Source: an optimization exercise on an open RTL-to-GDS flow (aim: small area, a short achievable clock period and few clock cycles per item). Production flows keep margins and buffers that such runs may drop.
Only simulation tests tie the RTL to the original design; equivalence was not proved.
Power is estimated from default activity; no workload was simulated.

===== flow/config.mk =====
export PLATFORM = sky130hd
export DESIGN_NAME = fft
export DESIGN_NICKNAME = fft
export VERILOG_FILES = /design/flow/design.v
export SDC_FILE = /design/flow/constraint.sdc
export NUM_CORES = 8
export LEC_CHECK = 0
export CAP_MARGIN = 20
export CORE_AREA = 5 5 555 555
export DIE_AREA = 0 0 560 560
export PLACE_DENSITY = 0.65
export SLEW_MARGIN = 20

===== flow/constraint.sdc =====
create_clock -name core_clock -period 22.0 [get_ports {clk}]
set_input_delay 4.4000 -clock core_clock [delete_from_list [all_inputs] [get_ports {clk}]]
set_output_delay 4.4000 -clock core_clock [all_outputs]
set_load 0.01 [all_outputs]

===== flow/design.v =====
module fft(clk, rst, data_in, wr_en, data_out, next_data_rd, busy, start);
input wire clk;
input wire rst;
input wire [19:0] data_in;
input wire wr_en;
output reg [19:0] data_out;
input wire next_data_rd;
input wire start;
output reg busy;
localparam ST_WR = 2'd0, ST_BUSY = 2'd1, ST_RD = 2'd2;
localparam BC_DONE = 7'd102;
reg [1:0] state;
reg [5:0] wcnt;
reg wfull;
reg [6:0] bc;
reg [6:0] ir;
reg [6:0] rdc;
reg [19:0] xq;
reg weq;
function [2:0] rev3;
    input [2:0] v;
    rev3 = {v[0], v[1], v[2]};
endfunction
function [41:0] twb;
    input [5:0] w;
    case (w)
      6'd0: twb = {21'h040000, 21'h000000};
      6'd1: twb = {21'h040168, 21'h002c41};
      6'd2: twb = {21'h040b41, 21'h00d085};
      6'd3: twb = {21'h045240, 21'h009b89};
      6'd4: twb = {21'h045a70, 21'h016085};
      6'd5: twb = {21'h0460a8, 21'h010c6d};
      6'd6: twb = {21'h069246, 21'h071188};
      6'd7: twb = {21'h068286, 21'h06e396};
      6'd8: twb = {21'h06d240, 21'h06d240};
      6'd9: twb = {21'h06e396, 21'h068286};
      6'd10: twb = {21'h071188, 21'h069246};
      6'd11: twb = {21'h010c6d, 21'h0460a8};
      6'd12: twb = {21'h016085, 21'h045a70};
      6'd13: twb = {21'h009b89, 21'h045240};
      6'd14: twb = {21'h00d085, 21'h040b41};
      6'd15: twb = {21'h002c41, 21'h040168};
      6'd16: twb = {21'h000000, 21'h040000};
      6'd17: twb = {21'h006545, 21'h040168};
      6'd18: twb = {21'h029181, 21'h040b41};
      6'd19: twb = {21'h02d2ad, 21'h045240};
      6'd20: twb = {21'h032181, 21'h045a70};
      6'd21: twb = {21'h030549, 21'h0460a8};
      6'd22: twb = {21'h1550a8, 21'h069246};
      6'd23: twb = {21'h14aaae, 21'h068286};
      6'd24: twb = {21'h149b40, 21'h06d240};
      6'd25: twb = {21'h148b8e, 21'h06e396};
      6'd26: twb = {21'h14db4e, 21'h071188};
      6'd27: twb = {21'h142188, 21'h010c6d};
      6'd28: twb = {21'h141230, 21'h016085};
      6'd29: twb = {21'h141b40, 21'h009b89};
      6'd30: twb = {21'h140245, 21'h00d085};
      6'd31: twb = {21'h140048, 21'h002c41};
      6'd32: twb = {21'h140000, 21'h000000};
      6'd33: twb = {21'h140048, 21'h006545};
      6'd34: twb = {21'h140245, 21'h029181};
      6'd35: twb = {21'h141b40, 21'h02d2ad};
      6'd36: twb = {21'h141230, 21'h032181};
      6'd37: twb = {21'h142188, 21'h030549};
      6'd38: twb = {21'h14db4e, 21'h1550a8};
      6'd39: twb = {21'h148b8e, 21'h14aaae};
      6'd40: twb = {21'h149b40, 21'h149b40};
      6'd41: twb = {21'h14aaae, 21'h148b8e};
      6'd42: twb = {21'h1550a8, 21'h14db4e};
      6'd43: twb = {21'h030549, 21'h142188};
      6'd44: twb = {21'h032181, 21'h141230};
      6'd45: twb = {21'h02d2ad, 21'h141b40};
      6'd46: twb = {21'h029181, 21'h140245};
      6'd47: twb = {21'h006545, 21'h140048};
      6'd48: twb = {21'h000000, 21'h140000};
      6'd49: twb = {21'h002c41, 21'h140048};
      6'd50: twb = {21'h00d085, 21'h140245};
      6'd51: twb = {21'h009b89, 21'h141b40};
      6'd52: twb = {21'h016085, 21'h141230};
      6'd53: twb = {21'h010c6d, 21'h142188};
      6'd54: twb = {21'h071188, 21'h14db4e};
      6'd55: twb = {21'h06e396, 21'h148b8e};
      6'd56: twb = {21'h06d240, 21'h149b40};
      6'd57: twb = {21'h068286, 21'h14aaae};
      6'd58: twb = {21'h069246, 21'h1550a8};
      6'd59: twb = {21'h0460a8, 21'h030549};
      6'd60: twb = {21'h045a70, 21'h032181};
      6'd61: twb = {21'h045240, 21'h02d2ad};
      6'd62: twb = {21'h040b41, 21'h029181};
      6'd63: twb = {21'h040168, 21'h006545};
    endcase
endfunction
function [19:0] RE;
    input [39:0] v;
    RE = v[39:20];
endfunction
function [19:0] IM;
    input [39:0] v;
    IM = v[19:0];
endfunction
function [17:0] proc;
    input [6:0] e;
    reg pX, pY;
    reg [1:0] sX, sY;
    reg [4:0] tX, tY;
    reg [6:0] em2, em4;
    reg [2:0] rX, rY;
    reg [5:0] wX, wY;
    begin
        em2 = e - 7'd2;
        em4 = e - 7'd4;
        if (e < 7'd32) begin
            sX = 2'd0; tX = e[4:0]; pX = ~tX[3];
        end else if (e < 7'd60) begin
            sX = 2'd1; tX = e[4:0]; pX = ~tX[2];
        end else if (e >= 7'd66 && e < 7'd98) begin
            sX = 2'd2; tX = em2[4:0]; pX = ~tX[1];
        end else begin
            sX = 2'd3; tX = 5'd0; pX = 1'b0;
        end
        tY = em4[4:0];
        if (e >= 7'd4 && e < 7'd100) begin
            sY = em4[6:5]; pY = (sY == 2'd0) ? ~tY[3] : (sY == 2'd1) ? ~tY[2] : ~tY[1];
        end else begin
            sY = 2'd3; pY = 1'b0;
        end
        rX = rev3({1'b0, tX[4:3]});
        rY = rev3({1'b1, tY[4:3]});
        wX = (sX == 2'd1) ? {1'b0, rX, 2'b00} : {2'b00, rX, 1'b0} + {1'b0, tX[2], 4'b0000};
        wY = (sY == 2'd0) ? {rY, 3'b000} : (sY == 2'd1) ? {1'b0, rY, 2'b00} :
             {2'b00, rY, 1'b0} + {1'b0, tY[2], 4'b0000};
        proc = {pX, sX, wX, pY, sY, wY};
    end
endfunction
localparam CW_XROT = 0, CW_YROT = 1, CW_YFLAT = 2, CW_PXT = 3, CW_TW0 = 4, CW_PXB = 5,
           CW_WBX3 = 6, CW_WBX1 = 7, CW_PY = 8, CW_WBY7 = 9, CW_WBY3 = 10, CW_WBY1 = 11,
           CW_TX6 = 12, CW_TX4 = 13, CW_TY0 = 14, CW_TY1 = 15, CW_TY2 = 16, CW_TY6 = 17,
           CW_TY4 = 18, CW_W = 19, CW_PRE = 25, CW_DONE = 26, CW_PB1 = 27, CW_PB2 = 28,
           CW_FX = 29, CW_FY0 = 30, CW_FY1 = 31, CW_XFLAT = 32, CW_N = 33;
function [CW_N-1:0] dec;
    input [6:0] c;
    reg [17:0] p0, p1, p2;
    reg pX0, pY0, pX1, pY1, pX2, pY2;
    reg [1:0] sX0, sY0, sX1, sX2, sY2;
    reg [CW_N-1:0] d;
    begin
        p0 = proc(c);
        p1 = proc(c + 7'd1);
        p2 = proc(c + 7'd2);
        pX1 = p1[17]; sX1 = p1[16:15]; pY1 = p1[8];
        pX0 = p0[17]; sX0 = p0[16:15]; pY0 = p0[8]; sY0 = p0[7:6];
        pX2 = p2[17]; sX2 = p2[16:15]; pY2 = p2[8]; sY2 = p2[7:6];
        d = {CW_N{1'b0}};
        d[CW_XROT] = (c < 7'd60) || ((c >= 7'd62) && (c < 7'd98));
        d[CW_XFLAT] = (c < 7'd98);
        d[CW_YROT] = (c >= 7'd4) && (c < 7'd100);
        d[CW_YFLAT] = (c < 7'd100);
        d[CW_PXT] = pX0 & (sX0 == 2'd0);
        d[CW_TW0] = ~c[4];
        d[CW_PXB] = pX0 & (sX0 != 2'd0);
        d[CW_WBX3] = pX0 & (sX0 == 2'd1);
        d[CW_WBX1] = pX0 & (sX0 == 2'd2);
        d[CW_PY] = pY0;
        d[CW_WBY7] = pY0 & (sY0 == 2'd0);
        d[CW_WBY3] = pY0 & (sY0 == 2'd1);
        d[CW_WBY1] = pY0 & (sY0 == 2'd2);
        if (pY2) begin
            d[CW_TY0] = (sY2 == 2'd0) & (c == 7'd2);
            d[CW_TY1] = (sY2 == 2'd0) & (c == 7'd3);
            d[CW_TY2] = (sY2 == 2'd0) & (c != 7'd2) & (c != 7'd3);
            d[CW_TY6] = (sY2 == 2'd1);
            d[CW_TY4] = (sY2 == 2'd2);
            d[CW_W+5:CW_W] = p2[5:0];
        end else if (pX2 & (sX2 != 2'd0)) begin
            d[CW_TX6] = (sX2 == 2'd1);
            d[CW_TX4] = (sX2 == 2'd2);
            d[CW_W+5:CW_W] = p2[14:9];
        end
        d[CW_FX] = pX1 & (sX1 != 2'd0);
        d[CW_FY0] = pY1 & (c == 7'd3);
        d[CW_FY1] = pY1 & (c != 7'd3);
        d[CW_PRE] = (c >= BC_DONE - 7'd3) && (c <= BC_DONE);
        d[CW_DONE] = (c == BC_DONE);
        d[CW_PB1] = (c == BC_DONE);
        d[CW_PB2] = (c == BC_DONE - 7'd1);
        dec = d;
    end
endfunction
wire busy_st = (state == ST_BUSY);
reg [CW_N-1:0] cw;
always @(posedge clk)
    cw <= (state == ST_WR) ? dec(7'd0) : (busy_st & ~cw[CW_DONE]) ? dec(bc + 7'd1) : {CW_N{1'b0}};
wire [CW_N-1:0] cwb = cw;
wire [39:0] Q [0:63];
wire [39:0] Dn [0:63];
wire [39:0] tin [0:7];
wire [7:0] en;
genvar gb, gp;
generate
    for (gb = 0; gb < 8; gb = gb + 1) begin : lane
        for (gp = 0; gp < 8; gp = gp + 1) begin : pos
            reg [39:0] r;
            assign Q[gb*8+gp] = r;
            always @(posedge clk)
                if (en[gb]) r <= Dn[gb*8+gp];
        end
    end
endgenerate
wire wr_go = (state == ST_WR) & weq & ~wfull;
wire [2:0] wb = wcnt[5:3];
wire [19:0] hH = (wb[1:0] == 2'd0) ? RE(Q[0]) : (wb[1:0] == 2'd1) ? RE(Q[8]) :
                 (wb[1:0] == 2'd2) ? RE(Q[16]) : RE(Q[24]);
wire [19:0] wp = hH + xq;
wire [19:0] wq = hH - xq;
wire [19:0] hG = wb[0] ? RE(Q[8]) : RE(Q[0]);
wire [19:0] hE = wb[0] ? RE(Q[40]) : RE(Q[32]);
wire [19:0] wGp = hG + wp;
wire [19:0] wGm = hG - wp;
wire [19:0] wnq = -wq;
wire [7:0] wsel;
wire [39:0] wval [0:7];
assign wsel[0] = (wb == 3'd0) | (wb == 3'd4) | (wb == 3'd6);
assign wsel[1] = (wb == 3'd1) | (wb == 3'd5) | (wb == 3'd7);
assign wsel[2] = (wb == 3'd2) | (wb == 3'd6);
assign wsel[3] = (wb == 3'd3) | (wb == 3'd7);
assign wsel[4] = (wb == 3'd4) | (wb == 3'd6);
assign wsel[5] = (wb == 3'd5) | (wb == 3'd7);
assign wsel[6] = (wb == 3'd6);
assign wsel[7] = (wb == 3'd7);
assign wval[0] = {(wb[2] ? (wb[1] ? wGp : wp) : xq), 20'd0};
assign wval[1] = {(wb[2] ? (wb[1] ? wGp : wp) : xq), 20'd0};
assign wval[2] = {(wb[2] ? wGm : xq), 20'd0};
assign wval[3] = {(wb[2] ? wGm : xq), 20'd0};
assign wval[4] = wb[1] ? {hE, wnq} : {wq, 20'd0};
assign wval[5] = wb[1] ? {hE, wnq} : {wq, 20'd0};
assign wval[6] = {hE, wq};
assign wval[7] = {hE, wq};
reg rdq;
wire rd_st = (state == ST_RD);
wire rd_go = rd_st & next_data_rd;
wire iss = cwb[CW_PRE] | (rd_st & rdq);
wire imode = rd_st | cwb[CW_PRE];
wire adv = busy_st | (rd_st & rdq);
wire [2:0] ib = rev3(ir[2:0]);
wire [39:0] iss_f = Q[{ib, 3'd0}];
wire [39:0] iss_g = Q[{ib, 3'd1}];
wire [39:0] tap = ({40{cwb[CW_TX6]}} & Q[6]) | ({40{cwb[CW_TX4]}} & Q[4]) |
                  ({40{cwb[CW_TY0]}} & Q[40]) | ({40{cwb[CW_TY1]}} & Q[41]) |
                  ({40{cwb[CW_TY2]}} & Q[42]) | ({40{cwb[CW_TY6]}} & Q[38]) |
                  ({40{cwb[CW_TY4]}} & Q[36]);
wire [41:0] twv = twb(imode ? ir[5:0] : cw[CW_W+5:CW_W]);
reg [39:0] ga;
reg [20:0] tca, tsa;
reg [19:0] fa;
reg pa;
always @(posedge clk) begin
    if (adv) begin
        ga <= imode ? iss_g : tap;
        tca <= twv[41:21];
        tsa <= twv[20:0];
        fa <= ir[6] ? IM(iss_f) : RE(iss_f);
        pa <= ir[6];
    end
end
wire [19:0] S1, C1, S2, C2, S3, C3, S4, C4;
wire c1, c2, c3, c4, y1, y2, y3, y4;
bmul m1 (.x(ga[39:20]), .bd(tca), .sh(S1), .ch(C1), .c12(c1), .z(y1));
bmul m2 (.x(ga[19:0]),  .bd(tsa), .sh(S2), .ch(C2), .c12(c2), .z(y2));
bmul m3 (.x(ga[19:0]),  .bd(tca), .sh(S3), .ch(C3), .c12(c3), .z(y3));
bmul m4 (.x(ga[39:20]), .bd(tsa), .sh(S4), .ch(C4), .c12(c4), .z(y4));
function [39:0] csa20;
    input [19:0] a, b, c;
    input cin;
    reg [19:0] x, y;
    begin
        x = a ^ b ^ c;
        y = (a & b) | (a & c) | (b & c);
        csa20 = {x, y[18:0], cin};
    end
endfunction
wire [39:0] ra1 = csa20(S1, C1, S2, c1);
wire [39:0] ra2 = csa20(ra1[39:20], ra1[19:0], C2, c2);
wire [39:0] ri1 = csa20(S3, C3, ~S4, c3);
wire [39:0] ri2 = csa20(ri1[39:20], ri1[19:0], ~C4, ~c4);
reg [19:0] rA, rB, rD, rE;
reg z1, z2, z3, z4;
reg [39:0] F;
reg pb;
always @(posedge clk) begin
    if (adv) begin
        rA <= ra2[39:20]; rB <= ra2[19:0];
        rD <= ri2[39:20]; rE <= ri2[19:0];
        z1 <= y1; z2 <= y2; z3 <= y3; z4 <= y4;
        F <= cwb[CW_FX] ? Q[1] : cwb[CW_FY0] ? Q[32] : cwb[CW_FY1] ? Q[33] : {fa, fa};
        pb <= pa;
    end
end
wire [19:0] fre = F[39:20];
wire [19:0] fim = F[19:0];
wire [19:0] bf_re = fre + rA + rB;
wire [19:0] bf_im = fim + rD + rE + 20'd1;
wire [19:0] bg_re = fre + ~rA + ~rB + {19'd0, z1} + {19'd0, z2};
wire [19:0] bg_im = fim + ~rD + ~rE + {19'd0, z3} + {19'd0, ~z4};
wire [39:0] bf = {bf_re, bf_im};
wire [39:0] bg = {bg_re, bg_im};
wire [19:0] tf = RE(Q[0]);
wire [19:0] tg = RE(Q[8]);
wire [19:0] tsum = tf + tg;
wire [19:0] tdif = tf - tg;
wire [19:0] tneg = -tg;
wire [39:0] trf = cw[CW_TW0] ? {tsum, 20'd0} : {tf, tneg};
wire [39:0] trg = cw[CW_TW0] ? {tdif, 20'd0} : {tf, tg};
wire [19:0] ow = pb ? bf_im : bf_re;
reg [19:0] ob1, ob2;
reg [19:0] dq;        
wire [39:0] Xout = cwb[CW_PXT] ? trf : cwb[CW_PXB] ? bf : Q[0];
wire [39:0] Yout = cwb[CW_PY] ? bf : Q[32];
wire [2:0] istep = (ir[4:3] == 2'd1) ? 3'd6 : (ir[4:3] == 2'd3) ? 3'd2 : 3'd4;
genvar gl;
generate
    for (gl = 0; gl < 8; gl = gl + 1) begin : lctl
        reg [2:0] rot;
        wire flat = busy_st & ((gl < 4) ? cw[CW_XFLAT] : cw[CW_YFLAT]);
        wire frot = busy_st & ((gl < 4) ? cw[CW_XROT] : cw[CW_YROT]);
        assign en[gl] = wr_go | frot | ((state != ST_WR) & (rot != 3'd0));
        wire [39:0] own = Q[gl*8];
        wire [39:0] nxt = (gl == 3) ? Xout : (gl == 7) ? Yout :
                          (gl == 0 && 1) ? (cwb[CW_PXT] ? trg : Q[8]) :
                          (gl == 4 && 1) ? (cwb[CW_WBY7] ? bg : Q[40]) : Q[gl*8+8];
        assign tin[gl] = (state == ST_WR) ? (wsel[gl] ? wval[gl] : own) :
                         flat ? nxt : own;
        always @(posedge clk) begin
            if (state == ST_WR)
                rot <= 3'd0;
            else if (iss && ib == gl)
                rot <= istep;
            else if (rot != 3'd0)
                rot <= rot - 3'd1;
        end
        for (gp = 0; gp < 8; gp = gp + 1) begin : dn
            if (gp == 7) begin : t
                assign Dn[gl*8+gp] = tin[gl];
            end else if (gl == 0 && gp == 3) begin : w3x
                assign Dn[gl*8+gp] = cwb[CW_WBX3] ? bg : Q[gl*8+gp+1];
            end else if (gl == 0 && gp == 1) begin : w1x
                assign Dn[gl*8+gp] = cwb[CW_WBX1] ? bg : Q[gl*8+gp+1];
            end else if (gl == 4 && gp == 3) begin : w3y
                assign Dn[gl*8+gp] = cwb[CW_WBY3] ? bg : Q[gl*8+gp+1];
            end else if (gl == 4 && gp == 1) begin : w1y
                assign Dn[gl*8+gp] = cwb[CW_WBY1] ? bg : Q[gl*8+gp+1];
            end else begin : sh
                assign Dn[gl*8+gp] = Q[gl*8+gp+1];
            end
        end
    end
endgenerate
always @(posedge clk) begin
    xq <= data_in;
    weq <= wr_en & ~rst;
    rdq <= rd_go | cwb[CW_DONE];
    if (cwb[CW_PB2] | rd_go)
        dq <= cwb[CW_PB2] ? ow : ob1;
    data_out <= cwb[CW_PB2] ? ow : rd_go ? ob1 : dq;
    busy <= ~rst & (((state == ST_WR) & start) | (busy_st & ~cw[CW_DONE]));
    if (cwb[CW_PB1] | rd_go)
        ob1 <= (cwb[CW_PB1] | rdq) ? ow : ob2;
    if (rd_st & rdq)
        ob2 <= ow;
    if (iss)
        ir <= ir + 7'd1;
    if (rst) begin
        state <= ST_WR;
        wcnt <= 6'd0;
        wfull <= 1'b0;
        bc <= 7'd0;
    end else begin
        case (state)
        ST_WR: begin
            if (wr_go) begin
                wcnt <= wcnt + 6'd1;
                if (wcnt == 6'd63)
                    wfull <= 1'b1;
            end
            if (start) begin
                state <= ST_BUSY;
                bc <= 7'd0;
                ir <= 7'd0;
            end
        end
        ST_BUSY: begin
            bc <= bc + 7'd1;
            if (cw[CW_DONE]) begin
                state <= ST_RD;
                rdc <= 7'd0;
            end
        end
        default: begin
            if (next_data_rd) begin
                rdc <= rdc + 7'd1;
                if (rdc == 7'd127) begin
                    state <= ST_WR;
                    wcnt <= 6'd0;
                    wfull <= 1'b0;
                end
            end
        end
        endcase
    end
end
endmodule
module bmul(x, bd, sh, ch, c12, z);
input wire [19:0] x;
input wire [20:0] bd;
output wire [19:0] sh;
output wire [19:0] ch;
output wire c12;
output wire z;
wire [20:0] xe = {x[19], x};
wire [20:0] xt = {x, 1'b0};
wire [6:0] ng = {bd[20], bd[17], bd[14], bd[11], bd[8], bd[5], bd[2]};
wire [20:0] pp0 = (({21{bd[0]}} & xe) | ({21{bd[1]}} & xt)) ^ {21{ng[0]}};
wire [20:0] pp1 = (({21{bd[3]}} & xe) | ({21{bd[4]}} & xt)) ^ {21{ng[1]}};
wire [20:0] pp2 = (({21{bd[6]}} & xe) | ({21{bd[7]}} & xt)) ^ {21{ng[2]}};
wire [20:0] pp3 = (({21{bd[9]}} & xe) | ({21{bd[10]}} & xt)) ^ {21{ng[3]}};
wire [20:0] pp4 = (({21{bd[12]}} & xe) | ({21{bd[13]}} & xt)) ^ {21{ng[4]}};
wire [20:0] pp5 = (({21{bd[15]}} & xe) | ({21{bd[16]}} & xt)) ^ {21{ng[5]}};
wire [20:0] pp6 = (({21{bd[18]}} & xe) | ({21{bd[19]}} & xt)) ^ {21{ng[6]}};
wire s1 = pp0[10] ^ pp1[8];
wire k2 = pp0[10] & pp1[8];
wire s3 = pp0[11] ^ pp1[9];
wire k4 = pp0[11] & pp1[9];
wire s5 = pp0[12] ^ pp1[10] ^ pp2[8];
wire k6 = (pp0[12] & pp1[10]) | (pp0[12] & pp2[8]) | (pp1[10] & pp2[8]);
wire s7 = pp3[6] ^ pp4[4];
wire k8 = pp3[6] & pp4[4];
wire s9 = pp0[13] ^ pp1[11] ^ pp2[9];
wire k10 = (pp0[13] & pp1[11]) | (pp0[13] & pp2[9]) | (pp1[11] & pp2[9]);
wire s11 = pp3[7] ^ pp4[5];
wire k12 = pp3[7] & pp4[5];
wire s13 = pp0[14] ^ pp1[12] ^ pp2[10];
wire k14 = (pp0[14] & pp1[12]) | (pp0[14] & pp2[10]) | (pp1[12] & pp2[10]);
wire s15 = pp3[8] ^ pp4[6];
wire k16 = pp3[8] & pp4[6];
wire s17 = pp0[15] ^ pp1[13] ^ pp2[11];
wire k18 = (pp0[15] & pp1[13]) | (pp0[15] & pp2[11]) | (pp1[13] & pp2[11]);
wire s19 = pp3[9] ^ pp4[7];
wire k20 = pp3[9] & pp4[7];
wire s21 = pp0[16] ^ pp1[14] ^ pp2[12];
wire k22 = (pp0[16] & pp1[14]) | (pp0[16] & pp2[12]) | (pp1[14] & pp2[12]);
wire s23 = pp3[10] ^ pp4[8];
wire k24 = pp3[10] & pp4[8];
wire s25 = pp0[17] ^ pp1[15] ^ pp2[13];
wire k26 = (pp0[17] & pp1[15]) | (pp0[17] & pp2[13]) | (pp1[15] & pp2[13]);
wire s27 = pp3[11] ^ pp4[9];
wire k28 = pp3[11] & pp4[9];
wire s29 = pp0[18] ^ pp1[16] ^ pp2[14];
wire k30 = (pp0[18] & pp1[16]) | (pp0[18] & pp2[14]) | (pp1[16] & pp2[14]);
wire s31 = pp3[12] ^ pp4[10];
wire k32 = pp3[12] & pp4[10];
wire s33 = pp0[19] ^ pp1[17] ^ pp2[15];
wire k34 = (pp0[19] & pp1[17]) | (pp0[19] & pp2[15]) | (pp1[17] & pp2[15]);
wire s35 = pp3[13] ^ pp4[11];
wire k36 = pp3[13] & pp4[11];
wire s37 = ~pp0[20] ^ pp1[18] ^ pp2[16];
wire k38 = (~pp0[20] & pp1[18]) | (~pp0[20] & pp2[16]) | (pp1[18] & pp2[16]);
wire s39 = pp3[14] ^ pp4[12] ^ pp5[10];
wire k40 = (pp3[14] & pp4[12]) | (pp3[14] & pp5[10]) | (pp4[12] & pp5[10]);
wire s41 = pp1[19] ^ pp2[17] ^ pp3[15];
wire k42 = (pp1[19] & pp2[17]) | (pp1[19] & pp3[15]) | (pp2[17] & pp3[15]);
wire s43 = pp4[13] ^ pp5[11];
wire k44 = pp4[13] & pp5[11];
wire s45 = ~pp1[20] ^ pp2[18] ^ pp3[16];
wire k46 = (~pp1[20] & pp2[18]) | (~pp1[20] & pp3[16]) | (pp2[18] & pp3[16]);
wire s47 = pp2[19] ^ pp3[17];
wire k48 = pp2[19] & pp3[17];
wire s49 = pp0[6] ^ pp1[4];
wire k50 = pp0[6] & pp1[4];
wire s51 = pp0[7] ^ pp1[5];
wire k52 = pp0[7] & pp1[5];
wire s53 = pp0[8] ^ pp1[6] ^ pp2[4];
wire k54 = (pp0[8] & pp1[6]) | (pp0[8] & pp2[4]) | (pp1[6] & pp2[4]);
wire s55 = pp3[2] ^ pp4[0];
wire k56 = pp3[2] & pp4[0];
wire s57 = pp0[9] ^ pp1[7] ^ pp2[5];
wire k58 = (pp0[9] & pp1[7]) | (pp0[9] & pp2[5]) | (pp1[7] & pp2[5]);
wire s59 = pp3[3] ^ pp4[1];
wire k60 = pp3[3] & pp4[1];
wire s61 = s1 ^ pp2[6] ^ pp3[4];
wire k62 = (s1 & pp2[6]) | (s1 & pp3[4]) | (pp2[6] & pp3[4]);
wire s63 = pp4[2] ^ pp5[0] ^ ng[5];
wire k64 = (pp4[2] & pp5[0]) | (pp4[2] & ng[5]) | (pp5[0] & ng[5]);
wire s65 = k2 ^ s3 ^ pp2[7];
wire k66 = (k2 & s3) | (k2 & pp2[7]) | (s3 & pp2[7]);
wire s67 = pp3[5] ^ pp4[3] ^ pp5[1];
wire k68 = (pp3[5] & pp4[3]) | (pp3[5] & pp5[1]) | (pp4[3] & pp5[1]);
wire s69 = k4 ^ s5 ^ s7;
wire k70 = (k4 & s5) | (k4 & s7) | (s5 & s7);
wire s71 = pp5[2] ^ pp6[0] ^ ng[6];
wire k72 = (pp5[2] & pp6[0]) | (pp5[2] & ng[6]) | (pp6[0] & ng[6]);
wire s73 = k6 ^ k8 ^ s9;
wire k74 = (k6 & k8) | (k6 & s9) | (k8 & s9);
wire s75 = s11 ^ pp5[3] ^ pp6[1];
wire k76 = (s11 & pp5[3]) | (s11 & pp6[1]) | (pp5[3] & pp6[1]);
wire s77 = k10 ^ k12 ^ s13;
wire k78 = (k10 & k12) | (k10 & s13) | (k12 & s13);
wire s79 = s15 ^ pp5[4] ^ pp6[2];
wire k80 = (s15 & pp5[4]) | (s15 & pp6[2]) | (pp5[4] & pp6[2]);
wire s81 = k14 ^ k16 ^ s17;
wire k82 = (k14 & k16) | (k14 & s17) | (k16 & s17);
wire s83 = s19 ^ pp5[5] ^ pp6[3];
wire k84 = (s19 & pp5[5]) | (s19 & pp6[3]) | (pp5[5] & pp6[3]);
wire s85 = k18 ^ k20 ^ s21;
wire k86 = (k18 & k20) | (k18 & s21) | (k20 & s21);
wire s87 = s23 ^ pp5[6] ^ pp6[4];
wire k88 = (s23 & pp5[6]) | (s23 & pp6[4]) | (pp5[6] & pp6[4]);
wire s89 = k22 ^ k24 ^ s25;
wire k90 = (k22 & k24) | (k22 & s25) | (k24 & s25);
wire s91 = s27 ^ pp5[7] ^ pp6[5];
wire k92 = (s27 & pp5[7]) | (s27 & pp6[5]) | (pp5[7] & pp6[5]);
wire s93 = k26 ^ k28 ^ s29;
wire k94 = (k26 & k28) | (k26 & s29) | (k28 & s29);
wire s95 = s31 ^ pp5[8] ^ pp6[6];
wire k96 = (s31 & pp5[8]) | (s31 & pp6[6]) | (pp5[8] & pp6[6]);
wire s97 = k30 ^ k32 ^ s33;
wire k98 = (k30 & k32) | (k30 & s33) | (k32 & s33);
wire s99 = s35 ^ pp5[9] ^ pp6[7];
wire k100 = (s35 & pp5[9]) | (s35 & pp6[7]) | (pp5[9] & pp6[7]);
wire s101 = k34 ^ k36 ^ s37;
wire k102 = (k34 & k36) | (k34 & s37) | (k36 & s37);
wire s103 = s39 ^ pp6[8] ^ 1'b1;
wire k104 = (s39 & pp6[8]) | (s39 & 1'b1) | (pp6[8] & 1'b1);
wire s105 = k38 ^ k40 ^ s41;
wire k106 = (k38 & k40) | (k38 & s41) | (k40 & s41);
wire s107 = s43 ^ pp6[9] ^ 1'b1;
wire k108 = (s43 & pp6[9]) | (s43 & 1'b1) | (pp6[9] & 1'b1);
wire s109 = k42 ^ k44 ^ s45;
wire k110 = (k42 & k44) | (k42 & s45) | (k44 & s45);
wire s111 = pp4[14] ^ pp5[12] ^ pp6[10];
wire k112 = (pp4[14] & pp5[12]) | (pp4[14] & pp6[10]) | (pp5[12] & pp6[10]);
wire s113 = k46 ^ s47 ^ pp4[15];
wire k114 = (k46 & s47) | (k46 & pp4[15]) | (s47 & pp4[15]);
wire s115 = pp5[13] ^ pp6[11] ^ 1'b1;
wire k116 = (pp5[13] & pp6[11]) | (pp5[13] & 1'b1) | (pp6[11] & 1'b1);
wire s117 = k48 ^ ~pp2[20] ^ pp3[18];
wire k118 = (k48 & ~pp2[20]) | (k48 & pp3[18]) | (~pp2[20] & pp3[18]);
wire s119 = pp4[16] ^ pp5[14] ^ pp6[12];
wire k120 = (pp4[16] & pp5[14]) | (pp4[16] & pp6[12]) | (pp5[14] & pp6[12]);
wire s121 = pp3[19] ^ pp4[17] ^ pp5[15];
wire k122 = (pp3[19] & pp4[17]) | (pp3[19] & pp5[15]) | (pp4[17] & pp5[15]);
wire s123 = pp6[13] ^ 1'b1;
wire k124 = pp6[13] & 1'b1;
wire s125 = ~pp3[20] ^ pp4[18] ^ pp5[16];
wire k126 = (~pp3[20] & pp4[18]) | (~pp3[20] & pp5[16]) | (pp4[18] & pp5[16]);
wire s127 = pp4[19] ^ pp5[17];
wire k128 = pp4[19] & pp5[17];
wire s129 = pp0[4] ^ pp1[2];
wire k130 = pp0[4] & pp1[2];
wire s131 = pp0[5] ^ pp1[3];
wire k132 = pp0[5] & pp1[3];
wire s133 = s49 ^ pp2[2] ^ pp3[0];
wire k134 = (s49 & pp2[2]) | (s49 & pp3[0]) | (pp2[2] & pp3[0]);
wire s135 = k50 ^ s51 ^ pp2[3];
wire k136 = (k50 & s51) | (k50 & pp2[3]) | (s51 & pp2[3]);
wire s137 = k52 ^ s53 ^ s55;
wire k138 = (k52 & s53) | (k52 & s55) | (s53 & s55);
wire s139 = k54 ^ k56 ^ s57;
wire k140 = (k54 & k56) | (k54 & s57) | (k56 & s57);
wire s141 = k58 ^ k60 ^ s61;
wire k142 = (k58 & k60) | (k58 & s61) | (k60 & s61);
wire s143 = k62 ^ k64 ^ s65;
wire k144 = (k62 & k64) | (k62 & s65) | (k64 & s65);
wire s145 = k66 ^ k68 ^ s69;
wire k146 = (k66 & k68) | (k66 & s69) | (k68 & s69);
wire s147 = k70 ^ k72 ^ s73;
wire k148 = (k70 & k72) | (k70 & s73) | (k72 & s73);
wire s149 = k74 ^ k76 ^ s77;
wire k150 = (k74 & k76) | (k74 & s77) | (k76 & s77);
wire s151 = k78 ^ k80 ^ s81;
wire k152 = (k78 & k80) | (k78 & s81) | (k80 & s81);
wire s153 = k82 ^ k84 ^ s85;
wire k154 = (k82 & k84) | (k82 & s85) | (k84 & s85);
wire s155 = k86 ^ k88 ^ s89;
wire k156 = (k86 & k88) | (k86 & s89) | (k88 & s89);
wire s157 = k90 ^ k92 ^ s93;
wire k158 = (k90 & k92) | (k90 & s93) | (k92 & s93);
wire s159 = k94 ^ k96 ^ s97;
wire k160 = (k94 & k96) | (k94 & s97) | (k96 & s97);
wire s161 = k98 ^ k100 ^ s101;
wire k162 = (k98 & k100) | (k98 & s101) | (k100 & s101);
wire s163 = k102 ^ k104 ^ s105;
wire k164 = (k102 & k104) | (k102 & s105) | (k104 & s105);
wire s165 = k106 ^ k108 ^ s109;
wire k166 = (k106 & k108) | (k106 & s109) | (k108 & s109);
wire s167 = k110 ^ k112 ^ s113;
wire k168 = (k110 & k112) | (k110 & s113) | (k112 & s113);
wire s169 = k114 ^ k116 ^ s117;
wire k170 = (k114 & k116) | (k114 & s117) | (k116 & s117);
wire s171 = k118 ^ k120 ^ s121;
wire k172 = (k118 & k120) | (k118 & s121) | (k120 & s121);
wire s173 = k122 ^ k124 ^ s125;
wire k174 = (k122 & k124) | (k122 & s125) | (k124 & s125);
wire s175 = k126 ^ s127 ^ pp6[15];
wire k176 = (k126 & s127) | (k126 & pp6[15]) | (s127 & pp6[15]);
wire s177 = k128 ^ ~pp4[20] ^ pp5[18];
wire k178 = (k128 & ~pp4[20]) | (k128 & pp5[18]) | (~pp4[20] & pp5[18]);
wire s179 = pp5[19] ^ pp6[17];
wire k180 = pp5[19] & pp6[17];
wire s181 = pp0[2] ^ pp1[0];
wire k182 = pp0[2] & pp1[0];
wire s183 = pp0[3] ^ pp1[1];
wire k184 = pp0[3] & pp1[1];
wire s185 = s129 ^ pp2[0] ^ ng[2];
wire k186 = (s129 & pp2[0]) | (s129 & ng[2]) | (pp2[0] & ng[2]);
wire s187 = k130 ^ s131 ^ pp2[1];
wire k188 = (k130 & s131) | (k130 & pp2[1]) | (s131 & pp2[1]);
wire s189 = k132 ^ s133 ^ ng[3];
wire k190 = (k132 & s133) | (k132 & ng[3]) | (s133 & ng[3]);
wire s191 = k134 ^ s135 ^ pp3[1];
wire k192 = (k134 & s135) | (k134 & pp3[1]) | (s135 & pp3[1]);
wire s193 = k136 ^ s137 ^ ng[4];
wire k194 = (k136 & s137) | (k136 & ng[4]) | (s137 & ng[4]);
wire s195 = k138 ^ s139 ^ s59;
wire k196 = (k138 & s139) | (k138 & s59) | (s139 & s59);
wire s197 = k140 ^ s141 ^ s63;
wire k198 = (k140 & s141) | (k140 & s63) | (s141 & s63);
wire s199 = k142 ^ s143 ^ s67;
wire k200 = (k142 & s143) | (k142 & s67) | (s143 & s67);
wire s201 = k144 ^ s145 ^ s71;
wire k202 = (k144 & s145) | (k144 & s71) | (s145 & s71);
wire s203 = k146 ^ s147 ^ s75;
wire k204 = (k146 & s147) | (k146 & s75) | (s147 & s75);
wire s205 = k148 ^ s149 ^ s79;
wire k206 = (k148 & s149) | (k148 & s79) | (s149 & s79);
wire s207 = k150 ^ s151 ^ s83;
wire k208 = (k150 & s151) | (k150 & s83) | (s151 & s83);
wire s209 = k152 ^ s153 ^ s87;
wire k210 = (k152 & s153) | (k152 & s87) | (s153 & s87);
wire s211 = k154 ^ s155 ^ s91;
wire k212 = (k154 & s155) | (k154 & s91) | (s155 & s91);
wire s213 = k156 ^ s157 ^ s95;
wire k214 = (k156 & s157) | (k156 & s95) | (s157 & s95);
wire s215 = k158 ^ s159 ^ s99;
wire k216 = (k158 & s159) | (k158 & s99) | (s159 & s99);
wire s217 = k160 ^ s161 ^ s103;
wire k218 = (k160 & s161) | (k160 & s103) | (s161 & s103);
wire s219 = k162 ^ s163 ^ s107;
wire k220 = (k162 & s163) | (k162 & s107) | (s163 & s107);
wire s221 = k164 ^ s165 ^ s111;
wire k222 = (k164 & s165) | (k164 & s111) | (s165 & s111);
wire s223 = k166 ^ s167 ^ s115;
wire k224 = (k166 & s167) | (k166 & s115) | (s167 & s115);
wire s225 = k168 ^ s169 ^ s119;
wire k226 = (k168 & s169) | (k168 & s119) | (s169 & s119);
wire s227 = k170 ^ s171 ^ s123;
wire k228 = (k170 & s171) | (k170 & s123) | (s171 & s123);
wire s229 = k172 ^ s173 ^ pp6[14];
wire k230 = (k172 & s173) | (k172 & pp6[14]) | (s173 & pp6[14]);
wire s231 = k174 ^ s175 ^ 1'b1;
wire k232 = (k174 & s175) | (k174 & 1'b1) | (s175 & 1'b1);
wire s233 = k176 ^ s177 ^ pp6[16];
wire k234 = (k176 & s177) | (k176 & pp6[16]) | (s177 & pp6[16]);
wire s235 = k178 ^ s179 ^ 1'b1;
wire k236 = (k178 & s179) | (k178 & 1'b1) | (s179 & 1'b1);
wire s237 = k180 ^ ~pp5[20] ^ pp6[18];
wire k238 = (k180 & ~pp5[20]) | (k180 & pp6[18]) | (~pp5[20] & pp6[18]);
wire s239 = pp6[19] ^ 1'b1;
wire k240 = pp6[19] & 1'b1;
wire [31:0] S = {k238, k236, k234, k232, k230, k228, k226, k224, k222, k220, k218, k216, k214, k212, k210, k208, k206, k204, k202, k200, k198, k196, k194, k192, k190, k188, k186, k184, k182, s181, pp0[1], pp0[0]};
wire [31:0] C = {s239, s237, s235, s233, s231, s229, s227, s225, s223, s221, s219, s217, s215, s213, s211, s209, s207, s205, s203, s201, s199, s197, s195, s193, s191, s189, s187, s185, s183, ng[1], 1'b0, ng[0]};
wire [12:0] lo = {1'b0, S[11:0]} + {1'b0, C[11:0]};
assign sh = S[31:12];
assign ch = C[31:12];
assign c12 = lo[12];
assign z = (lo[11:0] == 12'd0);
endmodule

===== flow/flow/run.sh =====
#!/bin/bash
# Layout flow: the standard ORFS flow (standard.sh, all steps, with the
# settings of config.mk), except that the timing repairs (after floorplan,
# clock tree synthesis and global routing) aim for 16 ns of setup slack at
# the 22 ns clock instead of 0, so that they also speed up paths that already
# meet it.  The clock, constraints, synthesis and everything else are the
# standard flow's.  The whole output of the flow goes to flow.log; ORFS keeps
# the log of each of its steps under orfs/logs.
set -euo pipefail
export SETUP_SLACK_MARGIN=16
bash standard.sh > flow.log 2>&1

===== flow/standard.sh =====
#!/bin/bash
# synth_recipe.tcl (not shown) runs the flow's synth.tcl, then flattens the netlist and writes it again
# the make line also repeats each setting of config.mk as NAME=value (left out here)
make -C /OpenROAD-flow-scripts/flow DESIGN_CONFIG=/design/flow/config.mk WORK_HOME=/design/flow/orfs CLKGATE_MAP_FILE= SYNTH_SCRIPT=/design/flow/synth_recipe.tcl "${@:-finish}"

==> reports/qor.csv, run 1 <==
metric,value,unit
vias in the first global route,94765,
Yosys top cell by area,edfxtp_1,
H-tree depth,5,
CTS tree,built,
CP max stage delay,0.53,ns
Synth top area share,58.2,%
status,finished clean,
first-pass GRT wire length,720,mm
Max Clock Skew,0.0481,ns
Initial Util,48.7,%
sw frac,41.5,%
fmax,168,MHz
Synth Area in Adders,10.4,%
"CP delay by family, top",simple AND/OR/NAND/NOR gates,
Hold WC Path Type,flop to flop,
Slew headroom,13.2,%
Final #Nets,11924,
Port Buffer Count,45,
clock sinks,2974,
CP arrival,6.71,ns
Syn Area/Cell,13.3,µm²
GR peak layer,met2,
RR Startpoint,wcnt[4],
clock latency (worst-skew pair),0.94,ns
RSZ-0062 raised after global routing,false,
worst-path fanout max,5,
share of cells above drive strength 1,10.8,%
main combinational cell family by area after synthesis,compound AO/OA/AOI/OAI gates,
initial antenna violation count,49,
Reg-to-Reg End,lane[2].pos[7].r[39],
hold_buf cts,0,
WL final,511,mm
total negative slack,0,ns
ys flop type,edfxtp_1,
dpl hpwl,349,mm
NetSw,0.00972,W
pin count of the biggest net entering global routing,170,
most frequent cell after synthesis,edfxtp_1,
GR Util met1,43.4,%
number of synthesized flops with an enable pin,2853,
CTS Buf Count,313,
vias post-DR,98291,
Placer Congestion,0.984,
Clock Tree Buf Depth,4,
Seq pwr share,34.1,%
Slew @ Worst Pin,1.30,ns
final worst slack,16.04,ns
FILL cells,24716,
Post-Synth Simple-Gate Area,5.41,%
Synth Area in Compound Gates,11.6,%
GR met2 Demand/Resource,47.0,%
final period utilization,27.1,%
reg2reg setup slack,16.16,ns
Crit. End Element,flop,
Tmin final,5.96,ns
DRC viols,0,
wire per inst,33.5,µm
register area share after synthesis,59.9,%
Post-Syn Area,0.147,mm²
first-pass iteration count of the detailed router,10,
total grt overflow,0,
post-synthesis cell type count,106,
"Reg clk slew, reported paths",0.06,ns
IO Pins,46,
grt met3 use,10.9,%
top post-synthesis cells by count,"edfxtp_1, inv_1, nor2_1, a21oi_1, nand2_1",
internal power,0.0137,W
xor/xnor share of the synthesized area,5.03,%
final core utilization,54.0,%
Gate power share,43.0,%
"Data required, critical path",22.75,ns
Slowest cell on crit path,nor2_2,
Post-synth ARST share,0,%
Power per Cell Area,143,mW/mm²
register area,0.0882,mm²
clock root buffer master,clkbuf_16,
Critical Path Sink,wcnt[3],
vias per cell,6.45,
Multi-input gate area,0.0540,mm²
Die X,560,µm
"Net Count, Synth",11981,
mux contribution to synthesized area,3.91,%
register bit total from synthesis,2974,
Clock power frac,22.9,%
1st-iter DRT viols,14237,
Final Slew Violations,0,
num rows,202,
final hold vios,0,
die area,0.314,mm²
synth top area cells,"edfxtp_1, fa_1, ha_1, xnor2_1, a22oi_1",
CP startpoint,next_data_rd,
Total GRT Usage,31.8,%
Bufs and invs on worst path,2,
crit path cell chain,"clkdlybuf4s50_1, buf_4, nand4_1, nand2_1, and4_1, xnor2_1, nor2_2",
# setup viols final,0,
Core Box Area,0.302,mm²
cells after synthesis,11044,
CP Depth,7,
leakage,57.8,nW
yosys warns,1,
"worst slack, placed",14.91,ns
chip height,560,µm
critical path class,primary input to flop,
FF-to-FF path depth,19,
Max Cap Viol,0,
synth-to-layout area growth,10.9,%
antenna-violating nets left,0,
VDD IR max,0.173,mV
CP Launch Type,primary input,
[placed cells by master, fill, tap and decap left out, types with 56 or more instances in the layout]
cell type / n
o21ai_0: 453
dfxtp_1: 93
clkbuf_16: 318
edfxtp_1: 2853
a211oi_1: 104
fa_1: 515
a31oi_1: 83
a21oi_1: 589
nand3_1: 148
inv_1: 743
a221oi_1: 100
mux2_2: 211
ha_1: 392
a22oi_1: 544
mux2i_1: 215
a222oi_1: 57
buf_4: 301
nor3_1: 107
xnor2_1: 480
xor2_1: 332
nor2b_1: 78
clkinv_1: 65
nor2_1: 610
a22o_1: 56
nand2_1: 579
o22ai_1: 122
a21o_1: 56
[worst min path at each step]
stage,start,end,slack [ns],cells after the start
3_5_place_dp,lane[0].pos[3].r[21],lane[0].pos[2].r[21],0.40,0
3_3_place_gp,lane[2].pos[3].r[2],lane[2].pos[2].r[2],0.40,0
5_1_grt,lane[1].pos[2].r[24],lane[1].pos[1].r[24],0.40,0
4_1_cts,lane[4].pos[3].r[34],lane[4].pos[2].r[34],0.40,0
6_report,lane[4].pos[5].r[29],lane[4].pos[4].r[29],0.39,0
2_1_floorplan,lane[0].pos[3].r[0],lane[0].pos[2].r[0],0.40,0
[cells by family after synthesis]
family                     after synthesis
adders and majority gates              912
AOI/OAI and AO/OA                     2559
other                                    1
and+or+nand+nor                       1793
muxes                                  486
xor gates and xnor gates               836
DFF                                   2974
buffers and inverters                 1483
[per-stage QoR]
stage          cell area (µm²)  hold WS [ns]  power [W]  cells
6_report                163000         0.391     0.0234  15246
5_1_grt                 163000         0.399     0.0245  15220
4_1_cts                 163000         0.398     0.0232  15194
3_5_place_dp            153000         0.405     0.0177  14625
3_3_place_gp            152000         0.400     0.0176  14623
2_1_floorplan           147000         0.400     0.0131  11044
[repair_timing]
| item | CTS | global route |
|---|---|---|
| buffers inserted | 0 | 22 |
| endpoints found under the setup margin | 57 | 34 |
| pin swaps | 1 | 7 |
| gates resized for setup | 48 | 17 |
[power groups by stage]
stage                     Clock, W  Sequential [W]  Combinational [W]
final                      0.00536         0.00797             0.0101
after global routing       0.00565         0.00802             0.0108
after CTS                  0.00541         0.00795            0.00980
after detailed placement         0         0.00805            0.00960
after global placement           0         0.00803            0.00961
after floorplan                  0         0.00790            0.00520
[metal layers]
metal | wire length (µm) | vias to the layer above
li1 | - | 40542
met1 | 195000 | 49845
met2 | 222000 | 6611
met3 | 67300 | 1259
met4 | 26100 | 34
met5 | 250 | -
[registers in the layout, summed over array words and instances (netlist names), 6 cells and up]
name	count
lane.pos.r	2560
F	40
ga	40
cw	31
lctl.rot	24
data_out	20
dq	20
fa	20
ob1	20
ob2	20
rA	20
rB	20
rD	20
rE	20
tca	20
tsa	20
xq	20
bc	7
ir	7
rdc	7
wcnt	6
[cell type report]
type	instances	share of cell area, %
clock inverter	187	1.19
antenna	27	0.0414
tap	3978	3.05
timing repair buffer	361	1.82
sequential	2974	54.0
clock buffer	382	5.08
inverter	750	1.73
multi-input combinational	6587	33.1
Testbench counts, summed over its fixed seeds: cycles 18,944, frames 64.
==> run 2: changes to the inputs <==
--- a/flow/config.mk
+++ b/flow/config.mk
@@ -6,7 +6,9 @@
 export NUM_CORES = 8
 export LEC_CHECK = 0
 export CAP_MARGIN = 20
-export CORE_AREA = 5 5 555 555
-export DIE_AREA = 0 0 560 560
-export PLACE_DENSITY = 0.65
+export CORE_AREA = 5 5 515 515
+export CTS_CLUSTER_DIAMETER = 90
+export CTS_CLUSTER_SIZE = 24
+export DIE_AREA = 0 0 520 520
+export PLACE_DENSITY = 0.72
 export SLEW_MARGIN = 20
==> run 2 against run 1 <==
Net effect:
- still clean
- flip-flop and latch count is the same
- wire length shrank 4.7%
- synthesized cell count is the same
- fmax grew 0.35%
- register-to-register slack lost 0.08 ns
- first-iteration DRC count grew 6.5%
- non-clock buffer count shrank 25
- clock skew shrank 0.0078 ns
- core utilization grew 6.4 points
- via count shrank 0.84%
- sequential share of layout area grew 2.2 points
- critical path type is now flop to primary output
- critical endpoint is now data_out[14]
- largest cell class unchanged
==> reports/qor.csv, run 2 <==
metric,value,unit,change
leakage,55.0,nW,was 57.8 nW
1st-iter DRT viols,15159,,"was 14,237"
FILL cells,19749,,"was 24,716"
VDD IR max,0.160,mV,was 0.173 mV
register area share after synthesis,59.9,%,unchanged
Post-synth ARST share,0,%,unchanged
clock latency (worst-skew pair),0.88,ns,was 0.94 ns
RR Startpoint,wcnt[3],,was wcnt[4]
clock sinks,2974,,unchanged
Total Power,0.0210,W,was 0.0234 W
Yosys top cell by area,edfxtp_1,,unchanged
dpl hpwl,335,mm,was 349 mm
pin count of the biggest net entering global routing,170,,unchanged
Hold Path End,lane[7].pos[2].r[22],,was lane[4].pos[4].r[29]
"Net Count, Synth",11981,,unchanged
"CP delay by family, top",flip-flops,,was simple AND/OR/NAND/NOR gates
register bit total from synthesis,2974,,unchanged
post-synthesis cell type count,106,,unchanged
final core utilization,60.5,%,was 54.0%
Final #Nets,11741,,"was 11,924"
share of cells above drive strength 1,8.56,%,was 10.8%
wire per inst,34.1,µm,was 33.5 µm
Largest Register,lane.pos.r,,unchanged
Crit. End Element,primary output,,was flop
Max Clock Skew,0.0404,ns,was 0.0481 ns
Reg-to-Reg End,lane[2].pos[7].r[39],,unchanged
"Reg clk slew, reported paths",0.09,ns,was 0.06 ns
final hold vios,0,,unchanged
chip height,520,µm,was 560 µm
vias post-DR,97468,,"was 98,291"
hold wc startpoint,lane[7].pos[3].r[22],,was lane[4].pos[5].r[29]
FF-to-FF path depth,23,,was 19
vias in the first global route,93677,,"was 94,765"
Final Slew Violations,0,,unchanged
critical path class,flop to primary output,,was primary input to flop
Tmin final,5.93,ns,was 5.96 ns
final period utilization,27.0,%,was 27.1%
Die X,520,µm,was 560 µm
Slowest cell on crit path,dfxtp_1,,was nor2_2
Synth top area share,58.2,%,unchanged
CTS Buf Count,155,,was 313
max reg flops,2560,,unchanged
clock root buffer master,clkbuf_16,,unchanged
Max Cap Viol,0,,unchanged
CP startpoint,data_out[14],,was next_data_rd
CP Launch Type,flop,,was primary input
dpl cell area,0.152,mm²,was 0.153 mm²
Syn Area/Cell,13.3,µm²,unchanged
synth top area cells,"edfxtp_1, fa_1, ha_1, xnor2_1, a22oi_1",,unchanged
largest registers,"lane.pos.r x2560, F x40, ga x40",,unchanged
antenna-violating nets left,0,,unchanged
Clock Tree Buf Depth,3,,was 4
H-tree depth,4,,was 5
worst-path fanout max,1,,was 5
most frequent cell after synthesis,edfxtp_1,,unchanged
Slew headroom,9.36,%,was 13.2%
"commonest non-fill, non-tap cell in the layout",edfxtp_1,,unchanged
# setup viols final,0,,unchanged
final worst slack,16.07,ns,was 16.04 ns
CTS tree,built,,unchanged
Placer Congestion,0.995,,was 0.984
crit path cell chain,dlygate4sd2_1,,"was clkdlybuf4s50_1, buf_4, nand4_1, nand2_1, and4_1, xnor2_1, nor2_2"
Total GRT Usage,35.4,%,was 31.8%
post-route cell area,0.157,mm²,was 0.163 mm²
CP arrival,1.53,ns,was 6.71 ns
fmax,168,MHz,about the same
"worst slack, placed",14.94,ns,was 14.91 ns
ys flop type,edfxtp_1,,unchanged
IO Pins,46,,unchanged
WL final,487,mm,was 511 mm
number of synthesized flops with an enable pin,2853,,unchanged
initial antenna violation count,39,,was 49
synth-to-layout area growth,6.55,%,was 10.9%
num rows,187,,was 202
DRC viols,0,,unchanged
yosys warns,1,,unchanged
Initial Util,56.8,%,was 48.7%
CP Depth,1,,was 7
Bufs and invs on worst path,1,,was 2
first-pass GRT wire length,690,mm,was 720 mm
hold path cells,0,,unchanged
cells after synthesis,11044,,unchanged
RSZ-0062 raised after global routing,true,,was false
"commonest non-fill, non-tap cells in the layout","edfxtp_1, inv_1, nor2_1, a21oi_1, nand2_1",,unchanged
Slew @ Worst Pin,1.35,ns,was 1.30 ns
Core Box Area,0.259,mm²,was 0.302 mm²
Post-Syn Area,0.147,mm²,unchanged
Hold WC Path Type,flop to flop,,unchanged
"Data required, critical path",17.60,ns,was 22.75 ns
first-pass iteration count of the detailed router,10,,unchanged
status,finished clean,,unchanged
hold_buf cts,0,,unchanged
Port Buffer Count,45,,unchanged
die area,0.270,mm²,was 0.314 mm²
reg2reg setup slack,16.08,ns,was 16.16 ns
total negative slack,0,ns,unchanged
vias per cell,6.82,,was 6.45
total grt overflow,0,,unchanged
top post-synthesis cells by count,"edfxtp_1, inv_1, nor2_1, a21oi_1, nand2_1",,unchanged
Power per Cell Area,134,mW/mm²,was 143 mW/mm²
CP max stage delay,0.37,ns,was 0.53 ns
## run 2: worst max-delay path by stage
| stage | slack, ns | endpoint |
|---|---|---|
| floorplan | 15.53 | lane[0].pos[0].r[0] |
| global placement | 15.00 | dq[14] |
| detailed placement | 14.94 | dq[15] |
| CTS | 16.00 | data_out[4] |
| global route | 15.93 | lane[3].pos[7].r[39] |
| finish | 16.07 | data_out[14] |
## run 2: power by group
part           leakage, nW  switching (W)  internal [W]
Sequential            27.9       0.000488       0.00747
Combinational         24.7        0.00664       0.00311
Clock                 2.30        0.00190       0.00139
## run 2: area by class of cell
cell class                 instances  area (µm²)  share of cell area, %
inverter                         750        2820                   1.80
sequential                      2974       88200                   56.2
timing repair buffer             336        2780                   1.77
multi-input combinational       6587       53900                   34.4
antenna                           11        27.5                 0.0176
clock buffer                     194        4040                   2.57
tap                             3402        4260                   2.72
clock inverter                    44         756                  0.482
## run 2: logic make-up (layout without fill, tap and decap cells)
logic type      count (synthesis)  after routing  share of synthesized area (%)
compound gates               2559           2559                           11.6
xor+xnor                      836            836                           5.03
fa+ha+maj                     912            912                           10.4
buf+inv                      1483           1324                           3.81
flops                        2974           2974                           59.9
mux                           486            486                           3.91
other cells                     1             12                        0.00255
simple gates                 1793           1793                           5.41
## run 2: timing repair
| action | CTS | global route |
|---|---|---|
| resized for setup | 36 | 15 |
| setup buffers | 4 | 12 |
| setup endpoints to repair | 64 | 30 |
| pin swaps | 2 | 3 |
## run 2: metal layers
metal / global-route usage, % / vias up / part of all wire, %
met1: 48.5 / 48878 / 37
met3: 12.7 / 1260 / 14
li1: - / 39944 / -
met5: 0 / - / 0.057
met4: 13.8 / 32 / 5.1
met2: 52.2 / 7354 / 43
## run 2: stage by stage
stage / cells / hold slack, ns
after floorplan: 11044 / 0.400
after global placement: 14028 / 0.400
after detailed placement: 14032 / 0.405
after CTS: 14274 / 0.392
after global routing: 14288 / 0.401
final: 14298 / 0.406
==> run 3: changes to the inputs <==
--- a/flow/design.v
+++ b/flow/design.v
@@ -208,33 +208,19 @@
 endgenerate
 wire wr_go = (state == ST_WR) & weq & ~wfull;
 wire [2:0] wb = wcnt[5:3];
-wire [19:0] hH = (wb[1:0] == 2'd0) ? RE(Q[0]) : (wb[1:0] == 2'd1) ? RE(Q[8]) :
-                 (wb[1:0] == 2'd2) ? RE(Q[16]) : RE(Q[24]);
-wire [19:0] wp = hH + xq;
-wire [19:0] wq = hH - xq;
-wire [19:0] hG = wb[0] ? RE(Q[8]) : RE(Q[0]);
-wire [19:0] hE = wb[0] ? RE(Q[40]) : RE(Q[32]);
+wire w67 = wb[2] & wb[1];
+wire [19:0] hX = RE(Q[0]);           
+wire [19:0] hG = RE(Q[16]);          
+wire [19:0] hE = RE(Q[48]);          
+wire [19:0] wp = hX + xq;
+wire [19:0] wq = hX - xq;
 wire [19:0] wGp = hG + wp;
 wire [19:0] wGm = hG - wp;
 wire [19:0] wnq = -wq;
-wire [7:0] wsel;
-wire [39:0] wval [0:7];
-assign wsel[0] = (wb == 3'd0) | (wb == 3'd4) | (wb == 3'd6);
-assign wsel[1] = (wb == 3'd1) | (wb == 3'd5) | (wb == 3'd7);
-assign wsel[2] = (wb == 3'd2) | (wb == 3'd6);
-assign wsel[3] = (wb == 3'd3) | (wb == 3'd7);
-assign wsel[4] = (wb == 3'd4) | (wb == 3'd6);
-assign wsel[5] = (wb == 3'd5) | (wb == 3'd7);
-assign wsel[6] = (wb == 3'd6);
-assign wsel[7] = (wb == 3'd7);
-assign wval[0] = {(wb[2] ? (wb[1] ? wGp : wp) : xq), 20'd0};
-assign wval[1] = {(wb[2] ? (wb[1] ? wGp : wp) : xq), 20'd0};
-assign wval[2] = {(wb[2] ? wGm : xq), 20'd0};
-assign wval[3] = {(wb[2] ? wGm : xq), 20'd0};
-assign wval[4] = wb[1] ? {hE, wnq} : {wq, 20'd0};
-assign wval[5] = wb[1] ? {hE, wnq} : {wq, 20'd0};
-assign wval[6] = {hE, wq};
-assign wval[7] = {hE, wq};
+wire [39:0] Xin = {(wb[2] ? (wb[1] ? wGm : wp) : xq), 20'd0};
+wire [39:0] Yin = wb[1] ? {hE, wq} : {wq, 20'd0};
+wire [39:0] X15 = {wGp, 20'd0};
+wire [39:0] Y15 = {hE, wnq};
 reg rdq;
 wire rd_st = (state == ST_RD);
 wire rd_go = rd_st & next_data_rd;
@@ -320,17 +306,21 @@
 generate
     for (gl = 0; gl < 8; gl = gl + 1) begin : lctl
         reg [2:0] rot;
-        wire flat = busy_st & ((gl < 4) ? cw[CW_XFLAT] : cw[CW_YFLAT]);
+        wire wrst = (state == ST_WR);
+        wire flat = wrst | (busy_st & ((gl < 4) ? cw[CW_XFLAT] : cw[CW_YFLAT]));
         wire frot = busy_st & ((gl < 4) ? cw[CW_XROT] : cw[CW_YROT]);
-        assign en[gl] = wr_go | frot | ((state != ST_WR) & (rot != 3'd0));
+        wire wsh = (gl < 4) ? wr_go : (wr_go & wcnt[5]);
+        assign en[gl] = wsh | frot | (~wrst & (rot != 3'd0));
         wire [39:0] own = Q[gl*8];
-        wire [39:0] nxt = (gl == 3) ? Xout : (gl == 7) ? Yout :
-                          (gl == 0 && 1) ? (cwb[CW_PXT] ? trg : Q[8]) :
-                          (gl == 4 && 1) ? (cwb[CW_WBY7] ? bg : Q[40]) : Q[gl*8+8];
-        assign tin[gl] = (state == ST_WR) ? (wsel[gl] ? wval[gl] : own) :
-                         flat ? nxt : own;
+        wire [39:0] nxt = (gl == 3) ? (wrst ? Xin : Xout) :
+                          (gl == 7) ? (wrst ? Yin : Yout) :
+                          (gl == 1) ? ((wrst & w67) ? X15 : Q[16]) :
+                          (gl == 5) ? ((wrst & w67) ? Y15 : Q[48]) :
+                          (gl == 0) ? ((busy_st & cwb[CW_PXT]) ? trg : Q[8]) :
+                          (gl == 4) ? ((busy_st & cwb[CW_WBY7]) ? bg : Q[40]) : Q[gl*8+8];
+        assign tin[gl] = flat ? nxt : own;
         always @(posedge clk) begin
-            if (state == ST_WR)
+            if (wrst)
                 rot <= 3'd0;
             else if (iss && ib == gl)
                 rot <= istep;
==> run 3 against run 2 <==
Net effect:
- the layout now fails its checks (max-capacitance violations, max-slew violations)
- power up 30%
- fmax up 0.23%
- setup slack better by 0.014 ns
- sequential share of layout area up 0.83 points
- largest power group unchanged
- clock-buffer cell count down 7
- synthesized cell count down 1.9%
==> reports/qor.csv, run 3 <==
metric,value,unit,change
status,"complete, but fails checks",,was finished clean
SO Viols,"max-capacitance violations, max-slew violations",,
RSZ-0062 raised after global routing,false,,was true
mux contribution to synthesized area,3.29,%,was 3.91%
"Net Count, Synth",11775,,"was 11,981"
most frequent cell after synthesis,edfxtp_1,,unchanged
Reg-to-Reg End,z4,,was lane[2].pos[7].r[39]
share of cells above drive strength 1,7.81,%,was 8.56%
hold_buf cts,0,,unchanged
VDD IR max,0.224,mV,was 0.160 mV
Hold WC Path Type,flop to flop,,unchanged
RR Startpoint,ga[29],,was wcnt[3]
yosys warns,1,,unchanged
CP startpoint,busy,,was data_out[14]
"Data required, critical path",17.60,ns,about the same
synth-to-layout area growth,6.50,%,was 6.55%
Slew @ Worst Pin,1.58,ns,was 1.35 ns
Gate power share,51.6,%,was 46.5%
Multi-input gate area,0.0518,mm²,was 0.0539 mm²
Max Clock Skew,0.0454,ns,was 0.0404 ns
top post-synthesis cells by count,"edfxtp_1, nand2_1, inv_1, a22oi_1, clkbuf_1",,"was edfxtp_1, inv_1, nor2_1, a21oi_1, nand2_1"
chip height,520,µm,unchanged
Top Layer Used,met5,,unchanged
Synth Area in Compound Gates,10.8,%,was 11.6%
CP Launch Type,flop,,unchanged
total negative slack,0,ns,unchanged
first-pass GRT wire length,650,mm,was 690 mm
Core Box Area,0.259,mm²,unchanged
Placer Congestion,0.979,,was 0.995
critical path class,flop to primary output,,unchanged
CP arrival,1.52,ns,was 1.53 ns
NetSw,0.0123,W,was 0.00903 W
clock latency (worst-skew pair),0.92,ns,was 0.88 ns
Syn Area/Cell,13.4,µm²,was 13.3 µm²
die area,0.270,mm²,unchanged
main combinational cell family by area after synthesis,compound AO/OA/AOI/OAI gates,,unchanged
synth top area cells,"edfxtp_1, fa_1, ha_1, xnor2_1, a22oi_1",,unchanged
dpl hpwl,305,mm,was 335 mm
WL final,452,mm,was 487 mm
clock sinks,2974,,unchanged
Largest Register,lane.pos.r,,unchanged
internal power,0.0150,W,was 0.0120 W
total grt overflow,0,,unchanged
"commonest non-fill, non-tap cells in the layout","edfxtp_1, nand2_1, inv_1, a22oi_1, xnor2_1",,"was edfxtp_1, inv_1, nor2_1, a21oi_1, nand2_1"
Clock power frac,12.0,%,was 15.6%
Crit. End Element,primary output,,unchanged
register bit total from synthesis,2974,,unchanged
Final Slew Violations,3,,was 0
vias in the first global route,91173,,"was 93,677"
initial antenna violation count,39,,unchanged
num rows,187,,unchanged
Die X,520,µm,unchanged
H-tree depth,4,,unchanged
hold wc startpoint,lane[6].pos[2].r[39],,was lane[7].pos[3].r[22]
largest registers,"lane.pos.r x2560, F x40, ga x40",,unchanged
# setup viols final,0,,unchanged
FF-to-FF path depth,16,,was 23
Post-synth ARST share,0,%,unchanged
Power per Cell Area,176,mW/mm²,was 134 mW/mm²
Port Buffer Count,45,,unchanged
Seq pwr share,36.4,%,was 37.9%
vias per cell,6.70,,was 6.82
CTS Buf Count,155,,unchanged
hold path cells,0,,unchanged
"commonest non-fill, non-tap cell in the layout",edfxtp_1,,unchanged
Post-Synth Simple-Gate Area,5.64,%,was 5.41%
first-pass iteration count of the detailed router,7,,was 10
Hold Path End,lane[6].pos[1].r[39],,was lane[7].pos[2].r[22]
wire per inst,32.1,µm,was 34.1 µm
leakage,55.0,nW,about the same
Post-Syn Area,0.145,mm²,was 0.147 mm²
sw frac,45.1,%,was 43.0%
final hold vios,0,,unchanged
vias post-DR,94360,,"was 97,468"
"CP delay by family, top",flip-flops,,unchanged
Max Cap Viol,1,,was 0
fmax,169,MHz,was 168 MHz
Slew headroom,-6.47,%,was 9.36%
Yosys top cell by area,edfxtp_1,,unchanged
Final #Nets,11534,,"was 11,741"
CP max stage delay,0.36,ns,was 0.37 ns
Clock Tree Buf Depth,3,,unchanged
number of synthesized flops with an enable pin,2853,,unchanged
post-synthesis cell type count,86,,was 106
Synth top area share,59.1,%,was 58.2%
Total GRT Usage,33.0,%,was 35.4%
Slowest cell on crit path,dfxtp_1,,unchanged
Bufs and invs on worst path,1,,unchanged
pin count of the biggest net entering global routing,170,,unchanged
reg2reg setup slack,16.10,ns,was 16.08 ns
routed wl met3,67.2,mm,was 70.4 mm
IO Pins,46,,unchanged
met1 wire length,164,mm,was 181 mm
FILL cells,19667,,"was 19,749"
Tmin final,5.92,ns,was 5.93 ns
Initial Util,56.0,%,was 56.8%
ys flop type,edfxtp_1,,unchanged
Synth Area in Adders,10.5,%,was 10.4%
max reg flops,2560,,unchanged
CTS tree,built,,unchanged
antenna-violating nets left,0,,unchanged
worst-path fanout max,1,,unchanged
final period utilization,26.9,%,was 27.0%
DRC viols,0,,unchanged
register area share after synthesis,60.7,%,was 59.9%
final core utilization,59.6,%,was 60.5%
crit path cell chain,dlygate4sd2_1,,unchanged
met2 WL post-DR,193,mm,was 211 mm
clock root buffer master,clkbuf_16,,unchanged
xor/xnor share of the synthesized area,5.15,%,was 5.03%
register area,0.0881,mm²,was 0.0882 mm²
1st-iter DRT viols,15159,,unchanged
"Reg clk slew, reported paths",0.10,ns,was 0.09 ns
cells after synthesis,10837,,"was 11,044"
[run 3: changes by cell type in the layout (fill, tap and decap cells not counted), moves of 58 or more]
cell     delta
xnor2_1    +67
nand2_1   +229
a21oi_1    -66
a22oi_1    +58
mux2i_1    -66
o21ai_0    -64
o22ai_1    -81
nor2_1    -113
[run 3: power groups by stage]
stage	clock network (W)	registers [W]	logic (W)
after CTS	0.00330	0.00988	0.0137
after detailed placement	0	0.00998	0.0134
final	0.00328	0.00991	0.0140
after global placement	0	0.00991	0.0132
after global routing	0.00352	0.0100	0.0151
after floorplan	0	0.00983	0.00793
[run 3: metal layers]
layer	vias to the layer above	global-route usage, %
met4	36	16.0
met1	46941	44.6
met5	-	0
met3	1491	12.0
met2	7068	47.6
li1	38824	-
[run 3: through the flow]
stage / worst slack (ns) / cell area, µm² / total power, W / cells / hold slack, ns
2_1_floorplan: 15.67 / 145000 / 0.0178 / 10837 / 0.400
3_3_place_gp: 15.61 / 150000 / 0.0231 / 13840 / 0.400
3_5_place_dp: 15.57 / 150000 / 0.0234 / 13841 / 0.405
4_1_cts: 16.05 / 154000 / 0.0269 / 14073 / 0.390
5_1_grt: 15.99 / 154000 / 0.0286 / 14075 / 0.402
6_report: 16.08 / 154000 / 0.0272 / 14092 / 0.377
[run 3: cells by family after synthesis]
logic type,count (synthesis)
adder cells (fa/ha/maj),913
AND/OR/NAND/NOR,1870
multiplexers,403
flip-flops,2974
XOR/XNOR,851
AO/OA/AOI/OAI,2323
buffers and inverters,1502
other,1
[run 3: timing repair]
item / 4_1_cts / 5_1_grt
cloned: 0 / 0
hold endpoints to repair: 0 / 0
buffers inserted: 0 / 0
gates resized for setup: 21 / 1
endpoints found under the setup margin: 21 / 2
[run 3: layout make-up]
class                      instances  area share [%]
multi-input combinational       6361            33.5
inverter                         807            1.96
clock inverter                    45           0.497
tap                             3402            2.76
clock buffer                     187            2.61
antenna                           19          0.0308
sequential                      2974            57.1
timing repair buffer             297            1.58
[run 3: how the worst max path moves through the flow]
stage                                      to  slack (ns)  cells after the start
after floorplan           lane[3].pos[0].r[0]       15.67                      4
after global placement                 ob1[2]       15.61                      3
after detailed placement               ob1[2]       15.57                      3
after CTS                                busy       16.05                      1
after global routing                     busy       15.99                      1
final                                    busy       16.08                      1
Testbench counts of run 3, summed over its fixed seeds: cycles 18,944, frames 64.

==> re-timing with driven ports <==
In the flow no input, the clock included, has a driving cell. The finished layouts below were timed again as built, in two steps.
Step 1 assumes that a clkbuf_16 drives the clock port and a buf_2 every other input.
Step 2 also shifts input and output timing later by t, the mid clock arrival at the registers, as if the neighbouring blocks saw the same clock.
Three values: ideal ports, drivers, drivers and shift; two values: the first two.
run	t, ns	setup WS [ns]	hold WS [ns]	worst setup path after step 2	pins driven straight from the clock port
run 1	1.014	16.044 / 15.976 / 15.102	0.391 / 0.391 / 0.391	input to register	1
run 2	0.959	16.065 / 15.969 / 15.371	0.406 / 0.406 / 0.406	input to register	1
run 3	0.986	16.079 / 15.992 / 15.530	0.377 / 0.377 / 0.377	input to register	1
For run 1, which loses most, drivers alone change the setup slack by -0.068 ns; drivers and shift together by -0.942 ns.
